Context: an optimization exercise on an open-source flow, tuned for small area. The choices shown serve that exercise and are no tape-out recipe. RTL that was checked went through simulation tests only; none was proved equivalent to the original. No functional check of the RTL was part of runs 3 and 4. Power is estimated from default activity; no workload was simulated.

### flow/design.v
package noc;
  parameter int unsigned PortQueueDepth = 4;
  parameter int unsigned xMax = 16;
  parameter int unsigned yMax = 16;
  parameter int unsigned messageTypeWidth = 5;
  parameter bit [4:0] AllPorts               = 5'b11111;
  parameter bit [4:0] TopLeftRouterPorts     = 5'b11010;
  parameter bit [4:0] TopRightRouterPorts    = 5'b10110;
  parameter bit [4:0] BottomLeftRouterPorts  = 5'b11001;
  parameter bit [4:0] BottomRightRouterPorts = 5'b10101;
  typedef enum logic [2:0] {
    kNorthPort = 3'd0,
    kSouthPort = 3'd1,
    kWestPort  = 3'd2,
    kEastPort  = 3'd3,
    kLocalPort = 3'd4
  } noc_port_t;
  typedef struct packed {
    logic        go_local;
    logic        go_east;
    logic        go_west;
    logic        go_south;
    logic        go_north;
  } direction_t;
  parameter direction_t goNorth = 5'b00001;
  parameter direction_t goSouth = 5'b00010;
  parameter direction_t goWest = 5'b00100;
  parameter direction_t goEast = 5'b01000;
  parameter direction_t goLocal = 5'b10000;
  parameter int unsigned xWidth = $clog2(xMax);
  parameter int unsigned yWidth = $clog2(xMax);
  typedef struct packed {
    logic [yWidth-1:0] y;
    logic [xWidth-1:0] x;
  } xy_t;
  typedef enum logic {
    kFlowControlAckNack = 1'b0,
    kFlowControlCreditBased = 1'b1
  } noc_flow_control_t;
  parameter int unsigned CreditsWidth = $clog2(PortQueueDepth + 1);
  typedef logic [4:0][CreditsWidth-1:0] credits_t;
  typedef logic [messageTypeWidth-1:0] message_t;
  typedef struct packed {
    logic head;
    logic tail;
  } preamble_t;
endpackage
module router_fifo
  #(
    parameter int unsigned Width = 34
    )
  (
   input  logic clk,
   input  logic rst,
   input  logic rdreq,
   input  logic wrreq,
   input  logic [Width-1:0] data_in,
   output logic empty,
   output logic full,
   output logic [Width-1:0] data_out
   );
  logic [3:0][Width-1:0] mem;
  logic [1:0] rd_ptr, wr_ptr;
  logic [2:0] count;
  logic valid_read, valid_write;
  assign empty = count == 3'd0;
  assign full = count[2];
  assign valid_read = rdreq & ~empty;
  assign valid_write = empty ? wrreq & ~rdreq : wrreq & ~full;
  always_ff @(posedge clk) begin
    if (rst) begin
      rd_ptr <= '0;
      wr_ptr <= '0;
      count <= '0;
    end else begin
      if (valid_read) rd_ptr <= rd_ptr + 2'd1;
      if (valid_write) wr_ptr <= wr_ptr + 2'd1;
      if (valid_write & ~valid_read) count <= count + 3'd1;
      else if (~valid_write & valid_read) count <= count - 3'd1;
    end
  end
  for (genvar g_i = 0; g_i < 4; g_i++) begin : gen_mem
    always_ff @(posedge clk) begin
      if (valid_write && wr_ptr == g_i) mem[g_i] <= data_in;
    end
  end
  logic [3:0] rd_sel;
  always_comb begin
    data_out = {Width{empty}} & data_in;
    for (int k = 0; k < 4; k++) begin
      rd_sel[k] = ~empty & (rd_ptr == k);
      data_out = data_out | ({Width{rd_sel[k]}} & mem[k]);
    end
  end
endmodule
module lookahead_routing
  #(
    parameter int unsigned Dir = 0   
    )
  (
   input  logic [7:0] position,      
   input  logic [7:0] destination,   
   output logic [4:0] next_routing   
   );
  logic [3:0] px, py, dx, dy;
  assign {py, px} = position;
  assign {dy, dx} = destination;
  logic [4:0] y_route;
  assign y_route = dy > py ? noc::goSouth : dy < py ? noc::goNorth : noc::goLocal;
  if (Dir == 0) begin : gen_north
    assign next_routing = dy == py - 4'd1 ? noc::goLocal : noc::goNorth;
  end else if (Dir == 1) begin : gen_south
    assign next_routing = dy == py + 4'd1 ? noc::goLocal : noc::goSouth;
  end else if (Dir == 2) begin : gen_west
    assign next_routing = dx == px - 4'd1 ? y_route : noc::goWest;
  end else begin : gen_east
    assign next_routing = dx == px + 4'd1 ? y_route : noc::goEast;
  end
endmodule
module router_arbiter
  #(
    parameter bit [4:0] Allowed = 5'b11110
    )
  (
   input  logic clk,
   input  logic rst,
   input  logic [4:0] request,
   input  logic update,
   output logic [4:0] grant
   );
  logic [4:0][4:0] beats;   
  logic [24:0] pri_w;       
  for (genvar a = 0; a < 5; a++) begin : gen_a
    for (genvar b = 0; b < 5; b++) begin : gen_b
      if (a < b && Allowed[a] && Allowed[b]) begin : gen_pair
        logic pri;
        always_ff @(posedge clk) begin
          if (rst) begin
            pri <= 1'b1;
          end else if (update & grant[a]) begin
            pri <= 1'b0;
          end else if (update & grant[b]) begin
            pri <= 1'b1;
          end
        end
        assign pri_w[5*a+b] = pri;
        assign beats[a][b] = pri;
      end else if (a > b && Allowed[a] && Allowed[b]) begin : gen_pair_t
        assign pri_w[5*a+b] = 1'b0;
        assign beats[a][b] = ~pri_w[5*b+a];
      end else begin : gen_none
        assign pri_w[5*a+b] = 1'b0;
        assign beats[a][b] = 1'b0;
      end
    end
  end
  for (genvar b = 0; b < 5; b++) begin : gen_grant
    logic [4:0] blocked;
    for (genvar a = 0; a < 5; a++) begin : gen_block
      assign blocked[a] = request[a] & beats[a][b];
    end
    assign grant[b] = Allowed[b] & request[b] & ~|blocked;
  end
endmodule
module lookahead_router
  #(
    parameter bit FlowControl = 1'b0,   
    parameter int unsigned DataWidth = 32,
    parameter int unsigned PortWidth = DataWidth + 2,
    parameter bit [4:0] Ports = 5'b11111
    )
  (
   input  logic clk,
   input  logic rst,
   input  logic [7:0] position,
   input  logic [PortWidth-1:0] data_n_in,
   input  logic [PortWidth-1:0] data_s_in,
   input  logic [PortWidth-1:0] data_w_in,
   input  logic [PortWidth-1:0] data_e_in,
   input  logic [PortWidth-1:0] data_p_in,
   input  logic [4:0] data_void_in,
   output logic [4:0] stop_out,
   output logic [PortWidth-1:0] data_n_out,
   output logic [PortWidth-1:0] data_s_out,
   output logic [PortWidth-1:0] data_w_out,
   output logic [PortWidth-1:0] data_e_out,
   output logic [PortWidth-1:0] data_p_out,
   output logic [4:0] data_void_out,
   input  logic [4:0] stop_in
   );
  localparam int unsigned HeadBit = PortWidth - 1;
  localparam int unsigned TailBit = PortWidth - 2;
  localparam int unsigned DstLsb = 16;
  localparam bit [24:0] Allowed = {5'b01111,    
                                       5'b10100,    
                                       5'b11000,    
                                       5'b11101,    
                                       5'b11110};   
  logic [4:0][PortWidth-1:0] data_in;
  logic [4:0][PortWidth-1:0] fifo_head;
  logic [4:0][PortWidth-1:0] last_flit;
  logic [4:0] empty, full, in_valid, in_valid_head, rd_fifo;
  logic [4:0][4:0] request;    
  logic [4:0][4:0] grant;      
  logic [4:0][4:0] select;     
  logic [4:0][4:0] saved_select;
  logic [4:0] state;           
  assign data_in[0] = data_n_in;
  assign data_in[1] = data_s_in;
  assign data_in[2] = data_w_in;
  assign data_in[3] = data_e_in;
  assign data_in[4] = data_p_in;
  assign data_n_out = last_flit[0];
  assign data_s_out = last_flit[1];
  assign data_w_out = last_flit[2];
  assign data_e_out = last_flit[3];
  assign data_p_out = last_flit[4];
  for (genvar g_i = 0; g_i < 5; g_i++) begin : gen_input
    always_comb begin
      rd_fifo[g_i] = 1'b0;
      for (int o = 0; o < 5; o++) rd_fifo[g_i] = rd_fifo[g_i] | (select[o][g_i] & ~stop_in[o]);
    end
    router_fifo #(.Width(PortWidth)) input_queue (
      .clk(clk),
      .rst(rst),
      .rdreq(rd_fifo[g_i]),
      .wrreq(~data_void_in[g_i]),
      .data_in(data_in[g_i]),
      .empty(empty[g_i]),
      .full(full[g_i]),
      .data_out(fifo_head[g_i])
    );
    assign in_valid[g_i] = ~(empty[g_i] & data_void_in[g_i]);
    assign in_valid_head[g_i] = in_valid[g_i] & fifo_head[g_i][HeadBit];
    assign stop_out[g_i] = full[g_i];
  end
  for (genvar g_o = 0; g_o < 5; g_o++) begin : gen_output
    logic [PortWidth-1:0] crossbar;
    logic [PortWidth-1:0] next_flit;
    logic out_valid, forwarding;
    for (genvar g_i = 0; g_i < 5; g_i++) begin : gen_request
      assign request[g_o][g_i] = Allowed[5*g_o+g_i] & in_valid_head[g_i] & fifo_head[g_i][g_o];
    end
    router_arbiter #(.Allowed(Allowed[5*g_o +: 5])) arbiter_i (
      .clk(clk),
      .rst(rst),
      .request(request[g_o]),
      .update(forwarding & crossbar[HeadBit]),
      .grant(grant[g_o])
    );
    always_ff @(posedge clk) begin
      if (~state[g_o]) saved_select[g_o] <= grant[g_o];
    end
    assign select[g_o] = (state[g_o] ? saved_select[g_o] : grant[g_o]) & Allowed[5*g_o +: 5];
    always_comb begin
      crossbar = '0;
      out_valid = 1'b0;
      for (int i = 0; i < 5; i++) begin
        if (Allowed[5*g_o+i]) begin
          crossbar = crossbar | ({PortWidth{select[g_o][i]}} & fifo_head[i]);
          out_valid = out_valid | (select[g_o][i] & in_valid[i]);
        end
      end
    end
    assign forwarding = ~stop_in[g_o] & out_valid;
    always_ff @(posedge clk) begin
      if (rst) begin
        state[g_o] <= 1'b0;
      end else if (forwarding & crossbar[TailBit]) begin
        state[g_o] <= 1'b0;
      end else if (forwarding & crossbar[HeadBit]) begin
        state[g_o] <= 1'b1;
      end
    end
    if (g_o < 4) begin : gen_lookahead
      logic [4:0] next_routing;
      lookahead_routing #(.Dir(g_o)) lookahead_routing_i (
        .position(position),
        .destination(crossbar[DstLsb+7:DstLsb]),
        .next_routing(next_routing)
      );
      assign next_flit = {crossbar[PortWidth-1:5], state[g_o] ? crossbar[4:0] : next_routing};
    end else begin : gen_local
      assign next_flit = crossbar;
    end
    always_ff @(posedge clk) begin
      if (~stop_in[g_o]) last_flit[g_o] <= next_flit;
    end
    always_ff @(posedge clk) begin
      if (rst) begin
        data_void_out[g_o] <= 1'b1;
      end else if (~stop_in[g_o]) begin
        data_void_out[g_o] <= ~out_valid;
      end
    end
  end
endmodule
### flow/flow/run.sh
#!/bin/bash
# Standard ORFS layout, with the smallest buffer on the ports.
set -euo pipefail
export BUFFER_PORTS_ARGS="-buffer_cell sky130_fd_sc_hd__buf_1"
bash standard.sh finish > standard_flow.log 2>&1
### flow/standard.sh
#!/bin/bash
# synth_recipe.tcl (not shown) runs the flow's synth.tcl, then flattens the netlist and writes it again
# the make line also repeats each setting of config.mk as NAME=value (left out here)
make -C /OpenROAD-flow-scripts/flow DESIGN_CONFIG=/design/flow/config.mk WORK_HOME=/design/flow/orfs CLKGATE_MAP_FILE= SYNTH_SCRIPT=/design/flow/synth_recipe.tcl "${@:-finish}"
### flow/config.mk
export PLATFORM = sky130hd
export DESIGN_NAME = lookahead_router
export DESIGN_NICKNAME = lookahead_router
export VERILOG_FILES = /design/flow/design.v
export SDC_FILE = /design/flow/constraint.sdc
export NUM_CORES = 4
export LEC_CHECK = 0
export CAP_MARGIN = 20
export CORE_MARGIN = 2
export CORE_UTILIZATION = 40
export CTS_BUF_LIST = sky130_fd_sc_hd__clkbuf_4 sky130_fd_sc_hd__clkbuf_8
export PLACE_DENSITY = 0.6
export SETUP_SLACK_MARGIN = 0.0
export SLEW_MARGIN = 20
### flow/constraint.sdc
create_clock -name core_clock -period 5.5 [get_ports {clk}]
set_input_delay 1.1000 -clock core_clock [delete_from_list [all_inputs] [get_ports {clk}]]
set_output_delay 1.1000 -clock core_clock [all_outputs]
set_load 0.01 [all_outputs]
==> results of run 1 <==
## registers in the layout, summed over array words and instances, names as in the netlist
signal	flops
gen_input.input_queue.count	15
gen_input.input_queue.mem	680
gen_input.input_queue.wr_ptr	10
saved_select	16
gen_input.input_queue.rd_ptr	10
state	5
data_void_out	5
gen_output.arbiter_i.gen_a.gen_b.gen_pair.pri	20
last_flit	170
## how the worst max path moves through the flow
stage | to | slack, ns | cells past startpoint
floorplan | gen_input[4].input_queue.mem[0]$_DFFE_PP_ | 1.28 | 9
global placement | gen_input[4].input_queue.count[2]$_SDFFE_PP0P_ | 0.66 | 15
detailed placement | gen_input[4].input_queue.count[2]$_SDFFE_PP0P_ | 0.60 | 15
CTS | gen_input[2].input_queue.mem[75]$_DFFE_PP_ | 0.76 | 12
global route | gen_input[2].input_queue.mem[97]$_DFFE_PP_ | 0.41 | 12
finish | gen_input[2].input_queue.mem[92]$_DFFE_PP_ | 0.63 | 12
## final cells by class
type                            count  area, um2  area share
Antenna cell                       15       37.5    0.000832
Clock buffer                      208       2520      0.0560
Clock inverter                     66        499      0.0111
Inverter                           80        305     0.00677
Multi-Input combinational cell   1599      10600       0.235
Sequential cell                   931      27100       0.602
Tap cell                         1276       1600      0.0354
Timing Repair Buffer              504       2410      0.0534
## through the flow
stage | total power [mW] | area (um2) | cells | util | setup WS (ns)
6_report | 31.1 | 45100 | 4679 | 0.468 | 0.627
5_1_grt | 32.1 | 45100 | 4676 | 0.468 | 0.407
4_1_cts | 30.7 | 45000 | 4660 | 0.468 | 0.763
3_5_place_dp | 24.6 | 42000 | 4386 | 0.436 | 0.599
3_3_place_gp | 24.6 | 42000 | 4385 | 0.436 | 0.658
2_1_floorplan | 18.3 | 38700 | 2789 | - | 1.28
## cell families after synthesis
group / synth area share
DFF: 0.701
AOI/OAI and AO/OA: 0.159
and+or+nand+nor: 0.0788
buffers and inverters: 0.0273
adders and majority gates: 0.0210
xor gates and xnor gates: 0.00791
muxes: 0.00472
## cell usage in the layout (no fill, tap or decap), types with 28 or more instances in the layout
| cell type | netlist | layout |
|---|---|---|
| a21oi_1 | 65 | 65 |
| a221oi_1 | 120 | 120 |
| a22oi_1 | 247 | 247 |
| a31oi_1 | 39 | 36 |
| and2_1 | 40 | 39 |
| buf_1 | 20 | 368 |
| buf_4 | 5 | 129 |
| clkbuf_4 | 0 | 58 |
| clkbuf_8 | 0 | 154 |
| clkinv_1 | 3 | 35 |
| dfxtp_1 | 81 | 81 |
| edfxtp_1 | 850 | 850 |
| ha_1 | 57 | 57 |
| inv_1 | 71 | 66 |
| nand2_1 | 265 | 265 |
| nand3_1 | 28 | 28 |
| nor2_1 | 185 | 185 |
| o21ai_0 | 70 | 67 |
| o22ai_1 | 92 | 92 |
## power groups by stage
stage	clock [mW]	sequential (mW)	combinational, mW
after floorplan	0	11.0	7.26
after global placement	0	11.2	13.4
after detailed placement	0	11.2	13.4
after CTS	6.14	11.0	13.5
after global routing	6.45	11.2	14.5
final	6.05	11.1	13.9
## routing by layer
layer  global-route usage  vias to the layer above  wire [um]
li1                     -                    12000          -
met1                0.370                    13900      54600
met5                    0                        -         89
met4                0.126                       14       6280
met2                0.398                     1763      61400
met3               0.0810                      248      15600
## critical path: stages (launching register included)
cell	delay (ns)
dfxtp_1	0.35
inv_1	0.10
ha_1	0.61
a22oi_1	0.19
a31oi_1	0.42
nand3_1	0.30
o2111ai_1	0.44
o21a_1	0.48
o22ai_2	0.18
nor3_1	0.19
o31a_2	0.24
and2_1	0.56
buf_4	0.45
==> reports/metrics.cfg, run 1 <==
[run_status]
outcome = no timing/DRC/antenna violations

[clock_network]
cts-resized-gates = 0
cts_tree = yes
clock-sinks = 931
cts_hold_buffers = 0
clock_path_buffers = 3
cts_setup_buffers = 0
cts_root_buf = clkbuf_8
insertion_delay_ns = 0.85
cts_buffers = 151
clk_pin_slew_ns = 0.06
cts_htree_levels = 4

[drt]
ant_nets = 0
drc = 0
drt_wl_total_mm = 138
vias = 27900
drt_iter0_markers = 3786
avgViaCountPerCell = 5.97
wire_per_inst_um = 29.5
drt-pass1-iter-count = 9

[synth]
ys_seq_area_frac = 0.701
syn_inst = 2789
synth_nets = 3041
yosys_most_used_dff = edfxtp_1
yosys-top-cells-count = edfxtp_1 (850), nand2_1 (265), a22oi_1 (247), nor2_1 (185), clkbuf_1 (131)
synthArstFlopShare = 0
yosysWarnings = 7
synth_edf_count = 850
ys_ff_latch = 931
yosysMostFrequentCell = edfxtp_1
yosysTopAreaCellShare = 0.659
yosysUniqueCellTypes = 87
yosysTopAreaCell = edfxtp_1
avgSynthCellArea_um2 = 13.9
yosys-top-cells-area = edfxtp_1 (66%), a22oi_1 (4.8%), dfxtp_1 (4.2%), a221oi_1 (2.7%), nand2_1 (2.6%)
syn_area_um2 = 38700

[timing]
fin_crit_sh = 0.886
fin_tns_setup_ns = 0
rsz0062_at_grt = false
relSlewSlack = 0.165
slew_viol_final = 0
post-route-min-period_ns = 4.87
fin_skew_ns = 0.0528
hold_viol = 0
fmax_mhz = 205
setup_viol = 0
tightest_slew_ns = 1.25
timing.hold.ws_ns = 0.496

[die]
initial_core_util = 0.402
core_area_um2 = 96300
die_height_um = 315
io_pins = 370
dieArea_um2 = 99300
die_x_um = 315
fp-row-count = 114

[power]
seqPwrFrac = 0.357
vdd_drop_max_uv = 368
p_sw_frac = 0.437
p_leak_nw = 15.4
power_density_nw_per_um2 = 689
p_sw_mw = 13.6
internal-power_mw = 17.5
p_comb_frac = 0.449
clockPowerShare = 0.195

[worst_setup_path]
end_kind = flip-flop
cp_max_fo = 23
cp.required_ns = 5.97
cp.arrival_ns = 5.34
crit_start = gen_input[4].input_queue.rd_ptr[0]$_SDFFE_PP0P_
cp-start-kind = flip-flop
rr_endpoint = gen_input[2].input_queue.mem[92]$_DFFE_PP_
rr_worst_depth = 12
ff2ff_setup_slack_ns = 0.63
reg2reg_from = gen_input[4].input_queue.rd_ptr[0]$_SDFFE_PP0P_
worst-setup-path-type = flip-flop to flip-flop

[hold_path]
hold_path_class = flip-flop to flip-flop
min_path_cells = 2
whs_endpoint = data_void_out[3]$_SDFFE_PP1N_
hold_start = data_void_out[3]$_SDFFE_PP1N_

[final_layout]
fillCellCount = 8629
nNetsFinal = 3519
syn_to_final_growth_pct = 16.4
layout-drive-gt1-share = 0.130

[global_routing]
overflow = 0
grt_pass1_vias = 26200
grt_pass1_wl_mm = 192
antenna_found_initial = 20
grt_max_degree = 45
track_usage = 0.271

[flow_run]
maxCapViolCount = 0

[placed_design]
place_congestion = 0.992
hpwl_mm = 95.0
portBuffers = 369

==> run 2: changes to the inputs <==
==> flow/run.sh (new file) <==
#!/bin/bash
# synth_recipe.tcl (not shown) runs the flow's synth.tcl, then flattens the netlist and writes it again
# the make line also repeats each setting of config.mk as NAME=value (left out here)
make -C /OpenROAD-flow-scripts/flow DESIGN_CONFIG=/design/flow/config.mk WORK_HOME=/design/flow/orfs CLKGATE_MAP_FILE= SYNTH_SCRIPT=/design/flow/synth_recipe.tcl finish
--- a/flow/config.mk
+++ b/flow/config.mk
@@ -9,6 +9,5 @@
 export CORE_MARGIN = 2
 export CORE_UTILIZATION = 40
-export CTS_BUF_LIST = sky130_fd_sc_hd__clkbuf_4 sky130_fd_sc_hd__clkbuf_8
 export PLACE_DENSITY = 0.6
-export SETUP_SLACK_MARGIN = 0.0
+export SETUP_SLACK_MARGIN = 0.25
 export SLEW_MARGIN = 20
removed: flow/flow/run.sh
removed: flow/standard.sh
==> run 2 against run 1 <==
Effect of this change: still clean on timing, DRC and antenna; critical path depth is 4 higher; total power is 7.2% higher; count of clock-buffer cells in the layout is 98 lower; cell count is 1.4% lower; area after synthesis stayed put; fmax is 1.6% higher; clock power is 15% higher; die area stayed put; clock skew is 0.020 ns lower; wire length is 3.0% higher; critical path type unchanged; largest cell class unchanged; highest routed layer unchanged.
==> reports/metrics.cfg, run 2 <==
[timing]
fin_crit_sh = 0.872
slew_viol_final = 0
fmax_mhz = 209
post-route-min-period_ns = 4.79
tightest_slew_ns = 1.28
rsz0062_at_grt = false
fin_skew_ns = 0.0325
setup_viol = 0
timing.hold.ws_ns = 0.509
fin_tns_setup_ns = 0
hold_viol = 0
relSlewSlack = 0.139

[hold_path]
hold_start = gen_input[1].input_queue.rd_ptr[1]$_SDFFE_PP0P_
hold_path_class = flip-flop to flip-flop
min_path_cells = 2
whs_endpoint = gen_input[1].input_queue.rd_ptr[1]$_SDFFE_PP0P_

[synth]
synth_edf_count = 850
yosys_most_used_dff = edfxtp_1
yosysTopAreaCellShare = 0.659
yosysTopAreaCell = edfxtp_1
ys_ff_latch = 931
ys_seq_area_frac = 0.701
synthSimpleGateAreaFrac = 0.0788
yosysUniqueCellTypes = 87
synth_top_family_by_area = compound AO/OA/AOI/OAI gates
avgSynthCellArea_um2 = 13.9
synth_adder_area_share = 0.0210
yosys-top-cells-count = edfxtp_1 (850), nand2_1 (265), a22oi_1 (247), nor2_1 (185), clkbuf_1 (131)
synth_compound_area_frac = 0.159
synthArstFlopShare = 0
yosys-top-cells-area = edfxtp_1 (66%), a22oi_1 (4.8%), dfxtp_1 (4.2%), a221oi_1 (2.7%), nand2_1 (2.6%)
synth_nets = 3041
yosysMostFrequentCell = edfxtp_1
synth_xor_area_frac = 0.00791
synth_mux_area_frac = 0.00472
syn_area_um2 = 38700
yosysWarnings = 7
syn_inst = 2789

[die]
dieArea_um2 = 99300
die_height_um = 315
die_x_um = 315
core_area_um2 = 96300
io_pins = 370
initial_core_util = 0.402
fp-row-count = 114

[clock_network]
cts_buffers = 98
cts_tree = yes
clk_pin_slew_ns = 0.06
clock-sinks = 931
cts_root_buf = clkbuf_16
clock_path_buffers = 3
insertion_delay_ns = 0.69
cts_setup_buffers = 0
cts_hold_buffers = 0
cts-resized-gates = 0
cts_htree_levels = 3

[final_layout]
fillCellCount = 8110
nNetsFinal = 3497
largest_register_ffs = 680
layout_commonest_cell = edfxtp_1
final_cell_mix = edfxtp_1 (850), clkdlybuf4s50_1 (368), nand2_1 (265)
syn_to_final_growth_pct = 24.1
layout-drive-gt1-share = 0.112
largestRegisters = gen_input.input_queue.mem x680, last_flit x170, gen_output.arbiter_i.gen_a.gen_b.gen_pair.pri x20
multi_input_area_um2 = 10600
largest-register = gen_input.input_queue.mem
ff_latch_area_um2 = 27100

[global_routing]
overflow = 0
track_usage = 0.279
grt_pass1_wl_mm = 198
antenna_found_initial = 16
grt_max_degree = 37
grt_pass1_vias = 27100

[drt]
wl_met1_mm = 57.0
drt-pass1-iter-count = 6
drt_iter0_markers = 3616
avgViaCountPerCell = 6.08
drt_wl_total_mm = 142
maxUsedRoutingLayer = met5
wl_met2_mm = 61.7
wire_per_inst_um = 30.8
met3_wirelength_mm = 14.8
vias = 28000
drc = 0
ant_nets = 0

[power]
vdd_drop_max_uv = 375
power_density_nw_per_um2 = 693
p_leak_nw = 16.6

[placed_design]
portBuffers = 369
hpwl_mm = 100
place_congestion = 0.986

[worst_setup_path]
reg2reg_from = gen_input[4].input_queue.rd_ptr[0]$_SDFFE_PP0P_
rr_worst_depth = 16
ff2ff_setup_slack_ns = 0.71
end_kind = flip-flop
worst-setup-path-type = flip-flop to flip-flop
cp.required_ns = 6.10
cp_max_fo = 14
cp-start-kind = flip-flop
cp.arrival_ns = 5.39
rr_endpoint = gen_input[0].input_queue.count[2]$_SDFFE_PP0P_

[run_status]
outcome = no timing/DRC/antenna violations

[flow_run]
maxCapViolCount = 0

[run 2: cell counts after synthesis]
Identical to the previous run, type by type.
[run 2: how the worst max path moves through the flow]
stage / from / endpoint / cells after the start
6_report: gen_input[4].input_queue.rd_ptr[0]$_SDFFE_PP0P_ / gen_input[0].input_queue.count[2]$_SDFFE_PP0P_ / 16
5_1_grt: gen_input[4].input_queue.rd_ptr[0]$_SDFFE_PP0P_ / last_flit[35]$_DFFE_PN_ / 14
4_1_cts: gen_input[4].input_queue.rd_ptr[0]$_SDFFE_PP0P_ / gen_input[3].input_queue.count[2]$_SDFFE_PP0P_ / 16
3_5_place_dp: data_s_in[0] / gen_input[4].input_queue.count[2]$_SDFFE_PP0P_ / 15
3_3_place_gp: data_s_in[0] / gen_input[4].input_queue.count[2]$_SDFFE_PP0P_ / 15
2_1_floorplan: data_s_in[0] / gen_input[4].input_queue.mem[0]$_DFFE_PP_ / 9
[run 2: layout make-up]
| class | count | share of cell area |
|---|---|---|
| timing repair buffer | 535 | 0.106 |
| clock inverter | 72 | 0.0177 |
| sequential | 931 | 0.565 |
| inverter | 80 | 0.00635 |
| antenna | 9 | 0.000468 |
| tap | 1276 | 0.0332 |
| multi-input combinational | 1599 | 0.220 |
| clock buffer | 110 | 0.0522 |
[run 2: worst max-delay path, cell delays in order (launching register included)]
cell       delay (ns)
dfxtp_1          0.35
inv_1            0.10
ha_1             0.61
a22oi_1          0.21
a31oi_1          0.67
nand3_1          0.26
buf_4            0.21
o2111ai_1        0.30
o21a_1           0.20
o22ai_1          0.18
a211oi_4         0.34
ha_1             0.22
inv_1            0.06
fa_1             0.37
xor2_1           0.15
or3_1            0.31
a21oi_1          0.15
[run 2: per-stage QoR]
step | utilization | std cells | instance area, um2 | setup slack [ns] | total power, mW
finish | 0.499 | 4612 | 48100 | 0.706 | 33.3
global route | 0.499 | 4609 | 48100 | 0.577 | 34.4
CTS | 0.499 | 4596 | 48000 | 0.843 | 33.0
detailed placement | 0.464 | 4414 | 44700 | 0.345 | 26.0
global placement | 0.464 | 4412 | 44600 | 0.373 | 25.8
floorplan | - | 2789 | 38700 | 1.28 | 18.3
[run 2: power breakdown]
part	total, mW	leakage (nW)	switching, mW	internal (mW)
combinational	15.3	6.41	10.1	5.22
sequential	11.0	8.60	0.928	10.1
clock	6.93	1.64	2.81	4.13
total	33.3	16.6	13.9	19.4
[run 2: kinds of logic (layout without fill, tap and decap cells)]
group,after synthesis,after routing
other cells,0,9
mux,18,18
simple gates,658,658
fa+ha+maj,62,62
xor+xnor,35,35
buf+inv,259,797
compound gates,826,826
flops,931,931
[run 2: layer usage]
layer  global-route usage  vias up
met5                    0        -
met4                0.156       14
met3               0.0764      287
met2                0.408     1706
met1                0.376    14100
li1                     -    12000
==> run 3: changes to the inputs <==
--- a/flow/design.v
+++ b/flow/design.v
@@ -62,8 +62,10 @@
   logic [3:0][Width-1:0] mem;
   logic [1:0] rd_ptr, wr_ptr;
-  logic [2:0] count;
+  logic last_write;
+  logic ptr_equal;
   logic valid_read, valid_write;
-  assign empty = count == 3'd0;
-  assign full = count[2];
+  assign ptr_equal = rd_ptr == wr_ptr;
+  assign empty = ptr_equal & ~last_write;
+  assign full = ptr_equal & last_write;
   assign valid_read = rdreq & ~empty;
   assign valid_write = empty ? wrreq & ~rdreq : wrreq & ~full;
@@ -72,10 +74,10 @@
       rd_ptr <= '0;
       wr_ptr <= '0;
-      count <= '0;
+      last_write <= 1'b0;
     end else begin
-      if (valid_read) rd_ptr <= rd_ptr + 2'd1;
-      if (valid_write) wr_ptr <= wr_ptr + 2'd1;
-      if (valid_write & ~valid_read) count <= count + 3'd1;
-      else if (~valid_write & valid_read) count <= count - 3'd1;
+      if (valid_read) rd_ptr <= {rd_ptr[0], ~rd_ptr[1]};
+      if (valid_write) wr_ptr <= {wr_ptr[0], ~wr_ptr[1]};
+      if (valid_write & ~valid_read) last_write <= 1'b1;
+      else if (~valid_write & valid_read) last_write <= 1'b0;
     end
   end
@@ -127,5 +129,6 @@
    input  logic [4:0] request,
    input  logic update,
-   output logic [4:0] grant
+   output logic [4:0] grant,
+   output logic [4:0] last
    );
   logic [4:0][4:0] beats;   
@@ -162,4 +165,11 @@
     assign grant[b] = Allowed[b] & request[b] & ~|blocked;
   end
+  for (genvar b = 0; b < 5; b++) begin : gen_last
+    logic [4:0] above;
+    for (genvar a = 0; a < 5; a++) begin : gen_above
+      assign above[a] = ~Allowed[a] | (a == b) | beats[a][b];
+    end
+    assign last[b] = Allowed[b] & &above;
+  end
 endmodule
 module lookahead_router
@@ -200,4 +210,5 @@
   logic [4:0][PortWidth-1:0] fifo_head;
   logic [4:0][PortWidth-1:0] last_flit;
+  logic [4:0][PortWidth-1:0] data_out;
   logic [4:0] empty, full, in_valid, in_valid_head, rd_fifo;
   logic [4:0][4:0] request;    
@@ -211,9 +222,9 @@
   assign data_in[3] = data_e_in;
   assign data_in[4] = data_p_in;
-  assign data_n_out = last_flit[0];
-  assign data_s_out = last_flit[1];
-  assign data_w_out = last_flit[2];
-  assign data_e_out = last_flit[3];
-  assign data_p_out = last_flit[4];
+  assign data_n_out = data_out[0];
+  assign data_s_out = data_out[1];
+  assign data_w_out = data_out[2];
+  assign data_e_out = data_out[3];
+  assign data_p_out = data_out[4];
   for (genvar g_i = 0; g_i < 5; g_i++) begin : gen_input
     always_comb begin
@@ -237,5 +248,4 @@
   for (genvar g_o = 0; g_o < 5; g_o++) begin : gen_output
     logic [PortWidth-1:0] crossbar;
-    logic [PortWidth-1:0] next_flit;
     logic out_valid, forwarding;
     for (genvar g_i = 0; g_i < 5; g_i++) begin : gen_request
@@ -247,9 +257,7 @@
       .request(request[g_o]),
       .update(forwarding & crossbar[HeadBit]),
-      .grant(grant[g_o])
+      .grant(grant[g_o]),
+      .last(saved_select[g_o])
     );
-    always_ff @(posedge clk) begin
-      if (~state[g_o]) saved_select[g_o] <= grant[g_o];
-    end
     assign select[g_o] = (state[g_o] ? saved_select[g_o] : grant[g_o]) & Allowed[5*g_o +: 5];
     always_comb begin
@@ -273,17 +281,18 @@
       end
     end
+    always_ff @(posedge clk) begin
+      if (~stop_in[g_o]) last_flit[g_o] <= crossbar;
+    end
     if (g_o < 4) begin : gen_lookahead
       logic [4:0] next_routing;
       lookahead_routing #(.Dir(g_o)) lookahead_routing_i (
         .position(position),
-        .destination(crossbar[DstLsb+7:DstLsb]),
+        .destination(last_flit[g_o][DstLsb+7:DstLsb]),
         .next_routing(next_routing)
       );
-      assign next_flit = {crossbar[PortWidth-1:5], state[g_o] ? crossbar[4:0] : next_routing};
+      assign data_out[g_o] = {last_flit[g_o][PortWidth-1:5],
+                              last_flit[g_o][HeadBit] ? next_routing : last_flit[g_o][4:0]};
     end else begin : gen_local
-      assign next_flit = crossbar;
-    end
-    always_ff @(posedge clk) begin
-      if (~stop_in[g_o]) last_flit[g_o] <= next_flit;
+      assign data_out[g_o] = last_flit[g_o];
     end
     always_ff @(posedge clk) begin
==> flow/flow/run.sh (new file) <==
#!/bin/bash
# Layout flow: the standard ORFS flow (standard.sh) with two changes:
#  - synthesis is the standard one (synth_recipe.tcl, same passes, same registers), except that the
#    final ABC technology mapping uses an area-oriented script (flow/area.abc);
#  - ports are buffered with the smallest buffer (sky130_fd_sc_hd__buf_1).
# Each tool's full output goes to the ORFS logs under orfs/logs/; make's output to flow_make.log.
set -euo pipefail
here=$(pwd)
export MY_ABC_SCRIPT="$here/flow/area.abc"
export BUFFER_PORTS_ARGS="-buffer_cell sky130_fd_sc_hd__buf_1"
# Synthesis script: the standard flow's, with abc's -script argument pointing at flow/area.abc
{
  echo 'proc abc {args} {'
  echo '  set i [lsearch $args -script]'
  echo '  if { $i >= 0 } { lset args [expr {$i + 1}] $::env(MY_ABC_SCRIPT) }'
  echo '  yosys abc {*}$args'
  echo '}'
  cat synth_recipe.tcl
} > "$here/area_synth.tcl"
sed "s#SYNTH_SCRIPT=[^ ]*#SYNTH_SCRIPT=$here/area_synth.tcl#" standard.sh > "$here/area_standard.sh"
grep -q "SYNTH_SCRIPT=$here/area_synth.tcl" "$here/area_standard.sh"
bash "$here/area_standard.sh" finish > flow_make.log 2>&1
==> flow/flow/area.abc (new file) <==
strash
&get -n
&st
&dch
&nf -a -p -F 6 -A 6
&put
topo
==> flow/standard.sh (new file) <==
#!/bin/bash
# synth_recipe.tcl (not shown) runs the flow's synth.tcl, then flattens the netlist and writes it again
# the make line also repeats each setting of config.mk as NAME=value (left out here)
make -C /OpenROAD-flow-scripts/flow DESIGN_CONFIG=/design/flow/config.mk WORK_HOME=/design/flow/orfs CLKGATE_MAP_FILE= SYNTH_SCRIPT=/design/flow/synth_recipe.tcl "${@:-finish}"
==> flow/config.mk (replaced) <==
export PLATFORM = sky130hd
export DESIGN_NAME = lookahead_router
export DESIGN_NICKNAME = lookahead_router
export VERILOG_FILES = /design/flow/design.v
export SDC_FILE = /design/flow/constraint.sdc
export NUM_CORES = 4
export LEC_CHECK = 0
export CAP_MARGIN = 5
export CORE_MARGIN = 2
export CORE_UTILIZATION = 55
export CTS_CLUSTER_DIAMETER = 60
export CTS_CLUSTER_SIZE = 30
export PLACE_DENSITY = 0.7
export SETUP_SLACK_MARGIN = 0.0
export SLEW_MARGIN = 5
removed: flow/run.sh
==> run 3 against run 2 <==
Effect of this change: wire length fell by 15%; non-clock buffer count is 60 lower; first-iteration DRC count is 41% higher; register-to-register slack worse by 0.44 ns; critical endpoint is now gen_input[4].input_queue.last_write$_SDFFE_PP0P_; largest power group unchanged.
==> reports/metrics.cfg, run 3 <==
[global_routing]
overflow = 0
antenna_found_initial = 31
grt_pass1_wl_mm = 174
track_usage = 0.340
grt_max_degree = 44
grt_pass1_vias = 25500

[worst_setup_path]
crit_start = gen_input[2].input_queue.wr_ptr[1]$_SDFFE_PP0P_
cp-start-kind = flip-flop
critPathSlowestCell = o311a_1
max_stage_delay_ns = 0.65
cp_max_fo = 22
rr_worst_depth = 15
crit_chain = clkinv_1 -> o311a_1 -> buf_4 -> nand2_1 -> and3_1 -> buf_4 -> nor3b_1 -> o41a_1 -> o32ai_1 -> o31ai_1 -> nand2_1 -> clkinv_1 -> ha_1 -> nor2_1 -> a211oi_1
cp.arrival_ns = 5.80
reg2reg_from = gen_input[2].input_queue.wr_ptr[1]$_SDFFE_PP0P_
cp.required_ns = 6.06
end_kind = flip-flop
worst-setup-path-type = flip-flop to flip-flop

[drt]
drt_wl_total_mm = 121
avgViaCountPerCell = 6.77
ant_nets = 0
vias = 27100
maxUsedRoutingLayer = met5
drc = 0
wl_met2_mm = 56.3
wire_per_inst_um = 30.3
drt_iter0_markers = 5083
met3_wirelength_mm = 13.4
drt-pass1-iter-count = 14
wl_met1_mm = 44.6

[synth]
yosysWarnings = 7
synth_edf_count = 850
syn_inst = 2697
synthArstFlopShare = 0
ys_ff_latch = 905
yosys_most_used_dff = edfxtp_1
synth_nets = 2904
avgSynthCellArea_um2 = 13.8
yosysTopAreaCellShare = 0.686
ys_seq_area_frac = 0.716
yosys-top-cells-count = edfxtp_1 (850), nand2_1 (346), nor2_1 (216), o22ai_1 (169), a222oi_1 (165)
syn_area_um2 = 37200
yosys-top-cells-area = edfxtp_1 (69%), a222oi_1 (4.4%), nand2_1 (3.5%), buf_4 (3.1%), dfxtp_1 (3.0%)
yosysUniqueCellTypes = 60
yosysTopAreaCell = edfxtp_1
yosysMostFrequentCell = edfxtp_1

[timing]
slew_viol_final = 0
tightest_slew_ns = 1.06
timing.hold.ws_ns = 0.512
hold_viol = 0
fin_skew_ns = 0.0788
fin_crit_sh = 0.952
post-route-min-period_ns = 5.24
fmax_mhz = 191
setup_viol = 0
rsz0062_at_grt = false
setup_ws_ns = 0.262
relSlewSlack = 0.286

[clock_network]
cts_setup_buffers = 0
clk_pin_slew_ns = 0.11
cts_htree_levels = 2
cts_tree = yes
clock_path_buffers = 3
cts_root_buf = clkbuf_16
clock-sinks = 905
cts_buffers = 51
insertion_delay_ns = 0.69
cts-resized-gates = 0
cts_hold_buffers = 0

[final_layout]
syn_to_final_growth_pct = 12.7
largest_register_ffs = 680
layout-drive-gt1-share = 0.0839
final_cell_mix = edfxtp_1 (850), buf_1 (368), nand2_1 (346)
largest-register = gen_input.input_queue.mem
largestRegisters = gen_input.input_queue.mem x680, last_flit x170, gen_output.arbiter_i.gen_a.gen_b.gen_pair.pri x20
nNetsFinal = 3277
layout_commonest_cell = edfxtp_1

[die]
core_area_um2 = 67000
io_pins = 370
die_height_um = 264
dieArea_um2 = 69700
initial_core_util = 0.555
die_x_um = 264
fp-row-count = 95

[power]
vdd_drop_max_uv = 321
finalPower_mw = 28.7
p_leak_nw = 13.5
power_density_nw_per_um2 = 683

[hold_path]
hold_start = data_void_out[3]$_SDFFE_PP1N_
min_path_cells = 2
hold_path_class = flip-flop to flip-flop

[flow_run]
maxCapViolCount = 0

[placed_design]
hpwl_mm = 83.1
place_congestion = 1.04
portBuffers = 369
dp_worst_setup_slack_ns = 0.399

[run_status]
outcome = no timing/DRC/antenna violations

[run 3: cell types whose count changed after synthesis, sizes merged, moves of 81 or more]
cell | before | now
a221oi | 120 | 4
a22oi | 247 | 8
a21oi | 67 | 164
buf | 48 | 155
nand2 | 265 | 346
a222oi | 3 | 165
clkbuf | 131 | 0
[run 3: metrics by stage]
step | utilization | TNS, ns | std cells | instance area (um2)
2_1_floorplan | - | -27.67 | 2697 | 37800
4_1_cts | 0.625 | 0 | 3984 | 41900
3_3_place_gp | 0.596 | 0 | 3890 | 40000
3_5_place_dp | 0.596 | 0 | 3890 | 40000
6_report | 0.626 | 0 | 3998 | 41900
5_1_grt | 0.625 | 0 | 3992 | 41900
[run 3: final timing paths]
kind | endpoint | slack (ns)
min reg2reg | data_void_out[3]$_SDFFE_PP1N_ | 0.51
max reg2reg | gen_input[4].input_queue.last_write$_SDFFE_PP0P_ | 0.26
min | data_void_out[3]$_SDFFE_PP1N_ | 0.51
max | gen_input[4].input_queue.last_write$_SDFFE_PP0P_ | 0.26
[run 3: layout make-up]
type	instances	area, um2
Clock inverter	43	643
Clock buffer	51	1280
Sequential cell	905	26600
Timing Repair Buffer	475	2210
Multi-Input combinational cell	1571	9810
Antenna cell	14	35.0
Fill cell	5052	25100
Inverter	66	250
Tap cell	873	1090
[run 3: where the power goes]
group | switching, mW | total (mW) | internal, mW
logic | 9.60 | 13.3 | 3.71
clock network | 2.55 | 4.54 | 1.99
registers | 0.854 | 10.8 | 9.94
[run 3: kinds of logic (layout without fill, tap and decap cells)]
| logic type | after synthesis | after routing | share of synthesized area |
|---|---|---|---|
| AO/OA/AOI/OAI | 783 | 783 | 0.149 |
| XOR/XNOR | 34 | 34 | 0.00800 |
| AND/OR/NAND/NOR | 736 | 736 | 0.0838 |
| adder cells (fa/ha/maj) | 17 | 17 | 0.00572 |
| buffers and inverters | 221 | 635 | 0.0379 |
| other | 0 | 14 | 0 |
| multiplexers | 1 | 1 | 0.000269 |
| flip-flops | 905 | 905 | 0.716 |
[run 3: per-layer routing]
| layer | vias up | GRT usage |
|---|---|---|
| met5 | - | 0 |
| met1 | 13200 | 0.463 |
| met4 | 28 | 0.172 |
| li1 | 11500 | - |
| met3 | 284 | 0.0659 |
| met2 | 2030 | 0.528 |
[run 3: worst max-delay path, delay by kind of cell, from the launching register on]
kind	cells	cell delay, ns
adders and majority gates	1	0.33
DFF	1	0.59
and+or+nand+nor	5	0.85
AOI/OAI and AO/OA	5	2.17
buffers and inverters	4	1.13
==> run 4: changes to the inputs <==
--- a/flow/config.mk
+++ b/flow/config.mk
@@ -6,10 +6,10 @@
 export NUM_CORES = 4
 export LEC_CHECK = 0
-export CAP_MARGIN = 5
+export CAP_MARGIN = 20
 export CORE_MARGIN = 2
 export CORE_UTILIZATION = 55
-export CTS_CLUSTER_DIAMETER = 60
-export CTS_CLUSTER_SIZE = 30
+export CTS_CLUSTER_DIAMETER = 100
+export CTS_CLUSTER_SIZE = 25
 export PLACE_DENSITY = 0.7
 export SETUP_SLACK_MARGIN = 0.0
-export SLEW_MARGIN = 5
+export SLEW_MARGIN = 20
==> run 4 against run 3 <==
Effect of this change: fmax grew 0.34%; hold slack improved by 0.0041 ns; largest cell class unchanged; via count is 0.58% lower; count of clock-buffer cells in the layout rose by 13; sequential power hardly changed; still clean; clock power shrank about 20%.
==> reports/metrics.cfg, run 4 <==
[worst_setup_path]
critPathSlowestCell = o311a_1
cp.arrival_ns = 5.74
crit_chain = clkinv_1 -> o311a_1 -> buf_4 -> nand2_1 -> and3_1 -> buf_4 -> nor3b_1 -> o41a_1 -> o32ai_1 -> o31ai_1 -> nand2_1 -> clkinv_1 -> ha_1 -> nor2_1 -> a211oi_1
cp_max_fo = 22
end_kind = flip-flop
reg2reg_from = gen_input[2].input_queue.wr_ptr[1]$_SDFFE_PP0P_
cp.required_ns = 6.02
cp-start-kind = flip-flop
rr_worst_depth = 15
rr_endpoint = gen_input[4].input_queue.last_write$_SDFFE_PP0P_
max_stage_delay_ns = 0.65
ff2ff_setup_slack_ns = 0.28
worst-setup-path-type = flip-flop to flip-flop

[global_routing]
grt_max_degree = 44
track_usage = 0.340
overflow = 0
antenna_found_initial = 30
grt_pass1_wl_mm = 174
grt_pass1_vias = 25600

[synth]
synth_edf_count = 850
synthArstFlopShare = 0
ys_ff_latch = 905
yosysTopAreaCell = edfxtp_1
yosysUniqueCellTypes = 60
yosys-top-cells-count = edfxtp_1 (850), nand2_1 (346), nor2_1 (216), o22ai_1 (169), a222oi_1 (165)
syn_inst = 2697
avgSynthCellArea_um2 = 13.8
yosysMostFrequentCell = edfxtp_1
synth_nets = 2904
yosys_most_used_dff = edfxtp_1
ys_seq_area_frac = 0.716
yosysWarnings = 7
yosys-top-cells-area = edfxtp_1 (69%), a222oi_1 (4.4%), nand2_1 (3.5%), buf_4 (3.1%), dfxtp_1 (3.0%)
syn_area_um2 = 37200
yosysTopAreaCellShare = 0.686

[placed_design]
dp_worst_setup_slack_ns = 0.399
place_congestion = 1.04
portBuffers = 369
placed_cell_area_um2 = 40000
hpwl_mm = 83.1

[hold_path]
hold_start = data_void_out[3]$_SDFFE_PP1N_
min_path_cells = 2
hold_path_class = flip-flop to flip-flop
whs_endpoint = data_void_out[3]$_SDFFE_PP1N_

[drt]
wire_per_inst_um = 30.4
drt-pass1-iter-count = 13
drc = 0
drt_wl_total_mm = 121
avgViaCountPerCell = 6.77
drt_iter0_markers = 4624
vias = 26900
ant_nets = 0

[clock_network]
cts_hold_buffers = 0
cts_setup_buffers = 0
insertion_delay_ns = 0.64
cts_buffers = 42
cts_root_buf = clkbuf_16
cts_htree_levels = 2
clock_path_buffers = 3
cts-resized-gates = 0
clock-sinks = 905
clk_pin_slew_ns = 0.10
cts_tree = yes

[die]
initial_core_util = 0.555
die_height_um = 264
io_pins = 370
dieArea_um2 = 69700
die_x_um = 264
core_area_um2 = 67000
fp-row-count = 95

[timing]
hold_viol = 0
fin_crit_sh = 0.949
fin_skew_ns = 0.0364
post-route-min-period_ns = 5.22
setup_ws_ns = 0.280
relSlewSlack = 0.299
rsz0062_at_grt = false
setup_viol = 0
fmax_mhz = 192
tightest_slew_ns = 1.05
slew_viol_final = 0

[final_layout]
syn_to_final_growth_pct = 11.0
largest_register_ffs = 680
fillCellCount = 5109
fin_area_um2 = 41300
largest-register = gen_input.input_queue.mem
layout_commonest_cell = edfxtp_1
nNetsFinal = 3268
layout-drive-gt1-share = 0.0700
final_cell_mix = edfxtp_1 (850), buf_1 (368), nand2_1 (346)
largestRegisters = gen_input.input_queue.mem x680, last_flit x170, gen_output.arbiter_i.gen_a.gen_b.gen_pair.pri x20

[flow_run]
maxCapViolCount = 0

[run_status]
outcome = no timing/DRC/antenna violations

[power]
power_density_nw_per_um2 = 672
vdd_drop_max_uv = 336
p_leak_nw = 13.2

[run 4: cell counts after synthesis]
Identical to the previous run, type by type.
[run 4: critical path, delay by kind of cell, from the launching register on]
kind	cells	cell delay (ns)
flip-flops	1	0.60
buffers and inverters	4	1.15
AO/OA/AOI/OAI	5	2.13
adder cells (fa/ha/maj)	1	0.33
AND/OR/NAND/NOR	5	0.85
[run 4: area by class of cell]
type	instances	area (um2)	share of cell area
inverters	66	250	0.00606
well taps	873	1090	0.0265
flip-flops and latches	905	26600	0.645
multi-input cells	1571	9810	0.238
clock buffers	64	1140	0.0277
repair buffers	475	2210	0.0535
clock inverters	5	105	0.00255
diodes	18	45.0	0.00109
[run 4: worst max-delay path by stage]
stage                                                          from                                               end  slack (ns)
floorplan           gen_input[0].input_queue.wr_ptr[0]$_SDFFE_PP0P_       gen_input[1].input_queue.mem[100]$_DFFE_PP_       -0.20
global placement                                    data_void_in[2]        gen_input[3].input_queue.mem[98]$_DFFE_PP_        0.56
detailed placement  gen_input[4].input_queue.wr_ptr[1]$_SDFFE_PP0P_       gen_input[2].input_queue.mem[102]$_DFFE_PP_        0.40
CTS                 gen_input[4].input_queue.wr_ptr[1]$_SDFFE_PP0P_       gen_input[2].input_queue.mem[104]$_DFFE_PP_        0.39
global route        gen_input[2].input_queue.wr_ptr[1]$_SDFFE_PP0P_  gen_input[4].input_queue.last_write$_SDFFE_PP0P_        0.07
finish              gen_input[2].input_queue.wr_ptr[1]$_SDFFE_PP0P_  gen_input[4].input_queue.last_write$_SDFFE_PP0P_        0.28
[run 4: cells by family (layout without fill, tap and decap cells)]
| logic type | after synthesis | count (layout) | synth area share |
|---|---|---|---|
| other | 0 | 18 | 0 |
| AND/OR/NAND/NOR | 736 | 736 | 0.0838 |
| AO/OA/AOI/OAI | 783 | 783 | 0.149 |
| multiplexers | 1 | 1 | 0.000269 |
| flip-flops | 905 | 905 | 0.716 |
| buffers and inverters | 221 | 610 | 0.0379 |
| XOR/XNOR | 34 | 34 | 0.00800 |
| adder cells (fa/ha/maj) | 17 | 17 | 0.00572 |
[run 4: routing by layer]
metal	vias up	track usage	wire length (um)
met5	-	0	100
met4	18	0.173	6880
met3	285	0.0685	13300
met2	1927	0.524	55600
met1	13200	0.463	44900
li1	11400	-	-
[run 4: report_power, final]
part           switching, mW  internal, mW
Clock                   2.10          1.53
Combinational           9.60          3.71
Sequential             0.856          9.94
[run 4: metrics by stage]
stage                     setup TNS, ns  power, mW  cells   util  hold WS [ns]
after detailed placement              0       23.7   3890  0.596         0.490
final                                 0       27.7   3977  0.616         0.516
after global placement                0       23.5   3890  0.596         0.475
after CTS                             0       27.3   3959  0.615         0.513
after global routing                  0       28.7   3966  0.615         0.539
after floorplan                  -27.67       18.4   2697      -         0.483
==> run 5: changes to the inputs <==
--- a/flow/design.v
+++ b/flow/design.v
@@ -61,23 +61,26 @@
    );
   logic [3:0][Width-1:0] mem;
-  logic [1:0] rd_ptr, wr_ptr;
-  logic last_write;
-  logic ptr_equal;
+  logic [1:0] rd_ptr, wr_ptr, rd_ptr_next, wr_ptr_next;
   logic valid_read, valid_write;
-  assign ptr_equal = rd_ptr == wr_ptr;
-  assign empty = ptr_equal & ~last_write;
-  assign full = ptr_equal & last_write;
   assign valid_read = rdreq & ~empty;
   assign valid_write = empty ? wrreq & ~rdreq : wrreq & ~full;
+  assign rd_ptr_next = {rd_ptr[0], ~rd_ptr[1]};
+  assign wr_ptr_next = {wr_ptr[0], ~wr_ptr[1]};
   always_ff @(posedge clk) begin
     if (rst) begin
       rd_ptr <= '0;
       wr_ptr <= '0;
-      last_write <= 1'b0;
+      empty <= 1'b1;
+      full <= 1'b0;
     end else begin
-      if (valid_read) rd_ptr <= {rd_ptr[0], ~rd_ptr[1]};
-      if (valid_write) wr_ptr <= {wr_ptr[0], ~wr_ptr[1]};
-      if (valid_write & ~valid_read) last_write <= 1'b1;
-      else if (~valid_write & valid_read) last_write <= 1'b0;
+      if (valid_read) rd_ptr <= rd_ptr_next;
+      if (valid_write) wr_ptr <= wr_ptr_next;
+      if (valid_write & ~valid_read) begin
+        empty <= 1'b0;
+        full <= wr_ptr_next == rd_ptr;
+      end else if (~valid_write & valid_read) begin
+        empty <= rd_ptr_next == wr_ptr;
+        full <= 1'b0;
+      end
     end
   end
--- a/flow/flow/run.sh
+++ b/flow/flow/run.sh
@@ -9,4 +9,5 @@
 export MY_ABC_SCRIPT="$here/flow/area.abc"
 export BUFFER_PORTS_ARGS="-buffer_cell sky130_fd_sc_hd__buf_1"
+export SYNTH_INSBUF=0
 # Synthesis script: the standard flow's, with abc's -script argument pointing at flow/area.abc
 {
--- a/flow/config.mk
+++ b/flow/config.mk
@@ -11,4 +11,5 @@
 export CTS_CLUSTER_DIAMETER = 100
 export CTS_CLUSTER_SIZE = 25
+export GPL_TIMING_DRIVEN = 0
 export PLACE_DENSITY = 0.7
 export SETUP_SLACK_MARGIN = 0.0
==> run 5 against run 4 <==
Effect of this change: register-to-register slack got worse by 0.13 ns; flip-flop and latch count rose by 5; area after synthesis fell by 3.3%; largest cell class unchanged; still clean on timing, DRC and antenna; count of clock-buffer cells in the layout rose by 10; clock power barely moved; combinational power fell by 44%; synthesized cell count fell by 11%; die area fell by 3.2%.
==> reports/metrics.cfg, run 5 <==
[global_routing]
overflow = 0
antenna_found_initial = 19
grt_max_degree = 35
track_usage = 0.361
grt_pass1_vias = 25100
grt_pass1_wl_mm = 175

[synth]
yosys_most_used_dff = edfxtp_1
ys_ff_latch = 910
synthArstFlopShare = 0
syn_area_um2 = 36000
yosys-top-cells-count = edfxtp_1 (850), nand2_1 (299), a222oi_1 (219), a21oi_1 (112), o21ai_0 (106)
synth_nets = 2606
synth_edf_count = 850
yosysWarnings = 7
yosysUniqueCellTypes = 59
yosys-top-cells-area = edfxtp_1 (71%), a222oi_1 (6.1%), dfxtp_1 (3.3%), nand2_1 (3.1%), o22ai_1 (1.8%)
yosysTopAreaCellShare = 0.709
syn_inst = 2399
ys_seq_area_frac = 0.743
avgSynthCellArea_um2 = 15.0
yosysTopAreaCell = edfxtp_1
yosysMostFrequentCell = edfxtp_1

[die]
die_x_um = 260
io_pins = 370
dieArea_um2 = 67500
die_height_um = 260
core_area_um2 = 64600
initial_core_util = 0.557
fp-row-count = 93

[drt]
drt_wl_total_mm = 125
drt_iter0_markers = 5374
wire_per_inst_um = 32.6
drt-pass1-iter-count = 10
vias = 27000
ant_nets = 0
drc = 0
avgViaCountPerCell = 7.04

[run_status]
outcome = no timing/DRC/antenna violations

[power]
vdd_drop_max_uv = 322
finalPower_mw = 20.8
p_leak_nw = 13.4
power_density_nw_per_um2 = 495

[clock_network]
clk_pin_slew_ns = 0.11
cts_tree = yes
cts_buffers = 42
cts_htree_levels = 2
clock-sinks = 910
insertion_delay_ns = 0.63
cts_root_buf = clkbuf_16
clock_path_buffers = 3

[timing]
setup_viol = 0
setup_ws_ns = 0.150
fin_tns_setup_ns = 0
hold_viol = 0
rsz0062_at_grt = false
post-route-min-period_ns = 5.35
fin_skew_ns = 0.0377
timing.hold.ws_ns = 0.507
tightest_slew_ns = 1.23
slew_viol_final = 0
fin_crit_sh = 0.973
fmax_mhz = 187
relSlewSlack = 0.180

[final_layout]
utilization = 0.652
syn_to_final_growth_pct = 17.0
layout_commonest_cell = edfxtp_1
largestRegisters = gen_input.input_queue.mem x680, last_flit x170, gen_output.arbiter_i.gen_a.gen_b.gen_pair.pri x20
layout-drive-gt1-share = 0.0834
fin_cells = 3834
nNetsFinal = 3135
largest_register_ffs = 680
fin_area_um2 = 42100
final_cell_mix = edfxtp_1 (850), buf_1 (368), nand2_1 (297)
largest-register = gen_input.input_queue.mem

[placed_design]
placed_cell_area_um2 = 40600
dp_worst_setup_slack_ns = -0.758
place_congestion = 0.933
place_inst = 3727
hpwl_mm = 90.4
portBuffers = 369

[worst_setup_path]
critPathSlowestCell = nor3_4
cp_max_fo = 18
critical_path.top_delay_family = simple AND/OR/NAND/NOR gates
end_kind = flip-flop
cp.arrival_ns = 5.67
worst-setup-path-type = flip-flop to flip-flop
crit_chain = nor3_4 -> buf_8 -> a222oi_1 -> a31o_2 -> o311a_1 -> nor4bb_2 -> nor2_2 -> buf_8 -> o22ai_4 -> a211o_1 -> nor3_4 -> buf_6 -> buf_6
cp-start-kind = flip-flop
max_stage_delay_ns = 0.75
cp.required_ns = 5.82
cp_num_buf_inv = 4

[hold_path]
hold_path_class = flip-flop to flip-flop

[flow_run]
maxCapViolCount = 0

-- run 5: cell count changes after synthesis, moves of 47 or more --
cell,delta
a222oi_1,+54
buf_4,-155
nand2_1,-47
a22oi_1,+69
a21oi_1,-52
nor2_1,-129
o22ai_1,-64
-- run 5: layout make-up --
class,count,area (um2)
antenna,19,47.5
clock buffer,74,1210
clock inverter,2,25.0
fill,4681,22500
inverter,76,292
multi-input combinational,1413,9520
sequential,910,26700
tap,855,1070
timing repair buffer,485,3200
-- run 5: kinds of logic (layout without fill, tap and decap cells) --
kind of cell               count (synthesis)  count (layout)  synth area share
muxes                                      2               2          0.000556
xor gates and xnor gates                  34              34           0.00828
DFF                                      910             910             0.743
and+or+nand+nor                          594             594            0.0748
other                                      0              19                 0
adders and majority gates                 17              17           0.00591
buffers and inverters                     76             637           0.00793
AOI/OAI and AO/OA                        766             766             0.160
-- run 5: what timing repair did --
action,in CTS,in global routing
hold buffers,0,0
endpoints found under the setup margin,481,275
setup buffers,4,8
resized for setup,16,6
pin swaps,4,4
-- run 5: worst min-delay path: stages, from the launching register on --
cell and delay [ns]:
dfxtp_1 0.34, nand2_1 0.06, o211ai_1 0.08
-- run 5: power by group --
part	total, mW	switching (mW)	internal, mW
clock	3.61	2.09	1.52
combinational	7.47	5.18	2.28
sequential	9.76	0.683	9.08
total	20.8	7.95	12.9
-- run 5: worst paths after layout --
kind         depth (start not counted)                                   startpoint                                    endpoint  slack [ns]
max                                 13  gen_input[3].input_queue.empty$_SDFFE_PP1P_  gen_input[1].input_queue.mem[56]$_DFFE_PP_        0.15
min                                  2                data_void_out[3]$_SDFFE_PP1N_               data_void_out[3]$_SDFFE_PP1N_        0.51
max reg2reg                         13  gen_input[3].input_queue.empty$_SDFFE_PP1P_  gen_input[1].input_queue.mem[56]$_DFFE_PP_        0.15
min reg2reg                          2                data_void_out[3]$_SDFFE_PP1N_               data_void_out[3]$_SDFFE_PP1N_        0.51
-- run 5: layer usage --
metal  part of all wire  vias up  GRT usage
met5            0.00051        -          0
met4              0.056       10      0.173
met3               0.13      328     0.0881
met2               0.46     2163      0.554
met1               0.36    13300      0.488
li1                   -    11200          -
==> run 6: changes to the inputs <==
--- a/flow/flow/run.sh
+++ b/flow/flow/run.sh
@@ -9,5 +9,4 @@
 export MY_ABC_SCRIPT="$here/flow/area.abc"
 export BUFFER_PORTS_ARGS="-buffer_cell sky130_fd_sc_hd__buf_1"
-export SYNTH_INSBUF=0
 # Synthesis script: the standard flow's, with abc's -script argument pointing at flow/area.abc
 {
--- a/flow/config.mk
+++ b/flow/config.mk
@@ -11,5 +11,4 @@
 export CTS_CLUSTER_DIAMETER = 100
 export CTS_CLUSTER_SIZE = 25
-export GPL_TIMING_DRIVEN = 0
 export PLACE_DENSITY = 0.7
 export SETUP_SLACK_MARGIN = 0.0
==> run 6 against run 5 <==
Effect of this change: largest cell class unchanged; final area down 2.4%; clock power rose by 3%; critical path type unchanged; largest power group unchanged; still clean on timing, DRC and antenna; sequential share of layout area grew 1.5 points.
==> reports/metrics.cfg, run 6 <==
[run_status]
outcome = no timing/DRC/antenna violations

[worst_setup_path]
critPathSlowestCell = dfxtp_1
critical_path.top_delay_family = compound AO/OA/AOI/OAI gates
cp.required_ns = 6.04
max_stage_delay_ns = 0.77
worst-setup-path-type = flip-flop to flip-flop
cp.arrival_ns = 5.64
end_kind = flip-flop
critical_path_cell_count = 14
cp_num_buf_inv = 2
rr_worst_depth = 14
cp-start-kind = flip-flop
crit_chain = and3b_1 -> buf_4 -> a222oi_1 -> a21oi_1 -> and3_1 -> o41ai_1 -> nand2_1 -> o22ai_1 -> a211o_1 -> clkinv_1 -> ha_1 -> nor4_1 -> a21oi_1 -> nand2_1
cp_max_fo = 15

[drt]
wire_per_inst_um = 31.6
drt_wl_total_mm = 121
drt-pass1-iter-count = 13
avgViaCountPerCell = 6.90
drc = 0
vias = 26500
ant_nets = 0
drt_iter0_markers = 5079

[global_routing]
grt_max_degree = 49
grt_pass1_vias = 25000
grtUsageMet2 = 0.504
track_usage = 0.341
overflow = 0
met1_usage = 0.468
grt_pass1_wl_mm = 172
busiest_layer = met2
antenna_found_initial = 14
met3_usage = 0.0900

[clock_network]
clk_pin_slew_ns = 0.11
cts_tree = yes
insertion_delay_ns = 0.62
cts_setup_buffers = 0
cts-resized-gates = 0
clock-sinks = 910
cts_hold_buffers = 0
cts_htree_levels = 2
cts_buffers = 43
clock_path_buffers = 3
cts_root_buf = clkbuf_16

[synth]
yosysUniqueCellTypes = 60
yosys-top-cells-area = edfxtp_1 (69%), a222oi_1 (5.9%), dfxtp_1 (3.2%), buf_4 (3.1%), nand2_1 (3.0%)
synth_top_family_by_area = compound AO/OA/AOI/OAI gates
syn_area_um2 = 37100
synth_adder_area_share = 0.00573
ys_ff_latch = 910
avgSynthCellArea_um2 = 14.5
yosysWarnings = 7
synth_nets = 2761
synth_compound_area_frac = 0.155
yosys_most_used_dff = edfxtp_1
synth_xor_area_frac = 0.00802
yosysTopAreaCellShare = 0.687
synthArstFlopShare = 0
syn_inst = 2554
synth_mux_area_frac = 0.000539
ys_seq_area_frac = 0.720
yosysMostFrequentCell = edfxtp_1
yosys-top-cells-count = edfxtp_1 (850), nand2_1 (299), a222oi_1 (219), buf_4 (155), a21oi_1 (112)
yosysTopAreaCell = edfxtp_1
synthSimpleGateAreaFrac = 0.0725
synth_edf_count = 850

[placed_design]
dp_worst_setup_slack_ns = 0.403
place_inst = 3752
portBuffers = 369
placed_cell_area_um2 = 39800
place_congestion = 0.971
hpwl_mm = 85.5

[timing]
rsz0062_at_grt = false
post-route-min-period_ns = 5.10
setup_viol = 0
fin_tns_setup_ns = 0
relSlewSlack = 0.160
slew_viol_final = 0
fin_crit_sh = 0.927
fmax_mhz = 196
setup_ws_ns = 0.402
fin_skew_ns = 0.0224
tightest_slew_ns = 1.26
hold_viol = 0

[final_layout]
largestRegisters = gen_input.input_queue.mem x680, last_flit x170, gen_output.arbiter_i.gen_a.gen_b.gen_pair.pri x20
syn_to_final_growth_pct = 10.6
largest-register = gen_input.input_queue.mem
final_cell_mix = edfxtp_1 (850), buf_1 (368), nand2_1 (299)
nNetsFinal = 3131
ff_latch_area_um2 = 26700
fin_cells = 3842
multi_input_area_um2 = 9370
fin_area_um2 = 41100
fillCellCount = 5175
largest_register_ffs = 680
layout-drive-gt1-share = 0.0690
layout_commonest_cell = edfxtp_1

[flow_run]
maxCapViolCount = 0

[hold_path]
hold_path_class = flip-flop to flip-flop
min_path_cells = 2

[power]
power_density_nw_per_um2 = 498
p_leak_nw = 13.1
vdd_drop_max_uv = 246
finalPower_mw = 20.5

[die]
fp-row-count = 95
die_height_um = 264
core_area_um2 = 67000
io_pins = 370
dieArea_um2 = 69600
die_x_um = 264
initial_core_util = 0.554

-- run 6: cell types whose count changed after synthesis --
cell and delta:
buf_4 +155
-- run 6: kinds of logic (layout without fill, tap and decap cells) --
kind of cell    count (synthesis)  count (layout)
other cells                     0              12
fa+ha+maj                      17              17
compound gates                766             766
simple gates                  594             594
xor+xnor                       34              34
mux                             2               2
buf+inv                       231             634
flops                         910             910
-- run 6: per-layer routing --
metal,vias to the layer above,part of all wire
met5,-,0.00017
met4,4,0.058
met3,271,0.13
met2,1966,0.45
met1,13100,0.36
li1,11200,-
-- run 6: worst paths after layout --
check	from	to	slack, ns
setup / recovery	gen_input[2].input_queue.empty$_SDFFE_PP1P_	gen_input[1].input_queue.empty$_SDFFE_PP1P_	0.40
hold / removal	flip-flop	flip-flop	0.51
setup reg to reg	gen_input[2].input_queue.empty$_SDFFE_PP1P_	gen_input[1].input_queue.empty$_SDFFE_PP1P_	0.40
hold reg to reg	flip-flop	flip-flop	0.51
-- run 6: per-stage QoR --
step	hold WS, ns	utilization
CTS	0.500	0.613
finish	0.507	0.613
detailed placement	0.485	0.593
global placement	0.482	0.593
global route	0.521	0.613
floorplan	0.457	-
-- run 6: worst register-to-register path: stages (launching register included) --
cell and delay (ns):
dfxtp_1 0.77, and3b_1 0.27, buf_4 0.18, a222oi_1 0.62, a21oi_1 0.47, and3_1 0.33
o41ai_1 0.51, nand2_1 0.17, o22ai_1 0.33, a211o_1 0.47, clkinv_1 0.13, ha_1 0.35
nor4_1 0.27, a21oi_1 0.07, nand2_1 0.08
-- run 6: cell type report --
class,instances,area share
Tap cell,873,0.0266
Clock inverter,4,0.000883
Multi-Input combinational cell,1413,0.228
Timing Repair Buffer,480,0.0555
Inverter,76,0.00694
Clock buffer,74,0.0311
Sequential cell,910,0.650
Antenna cell,12,0.000731
-- run 6: power breakdown --
| part | total [mW] | internal (mW) | switching, mW | leakage (nW) |
|---|---|---|---|---|
| combinational | 7.02 | 1.95 | 5.06 | 4.03 |
| clock | 3.73 | 1.62 | 2.11 | 0.626 |
| sequential | 9.72 | 9.08 | 0.640 | 8.45 |

port drivers added, routing unchanged:
No port has a modelled driver above. Below, the same layouts with a new extraction and two added sets of constraints. Step 1 assumes that a clkbuf_16 drives the clock port and a buf_2 every other input. Step 2 moves the port delays by t, midway between the first and last clock arrival at a register: inputs arrive t later, outputs are due t later. That takes back most of the time a late clock gives input paths. Slacks: ideal / step 1 / step 2; pairs: ideal / step 1.
| run | shift t [ns] | setup WS [ns] | clock arrival spread, ns | worst register clock-pin slew, ns | pins driven straight from the clock port |
|---|---|---|---|---|---|
| run 1 | 0.895 | 0.627 / 0.627 / 0.417 | 0.055 / 0.055 | 0.07 / 0.07 | 1 |
| run 2 | 0.744 | 0.706 / 0.706 / 0.280 | 0.034 / 0.034 | 0.07 / 0.07 | 1 |
| run 3 | 0.719 | 0.262 / 0.262 / 0.262 | 0.079 / 0.079 | 0.11 / 0.11 | 1 |
| run 4 | 0.685 | 0.280 / 0.280 / 0.280 | 0.036 / 0.036 | 0.11 / 0.11 | 1 |
| run 5 | 0.673 | 0.150 / 0.150 / 0.124 | 0.038 / 0.038 | 0.11 / 0.11 | 1 |
| run 6 | 0.671 | 0.402 / 0.402 / 0.309 | 0.023 / 0.023 | 0.11 / 0.11 | 1 |
After both steps setup and hold are still met in every run listed. The setup slack of run 2, which loses most, moves by 0.000 ns with the drivers and by -0.426 ns with both steps.
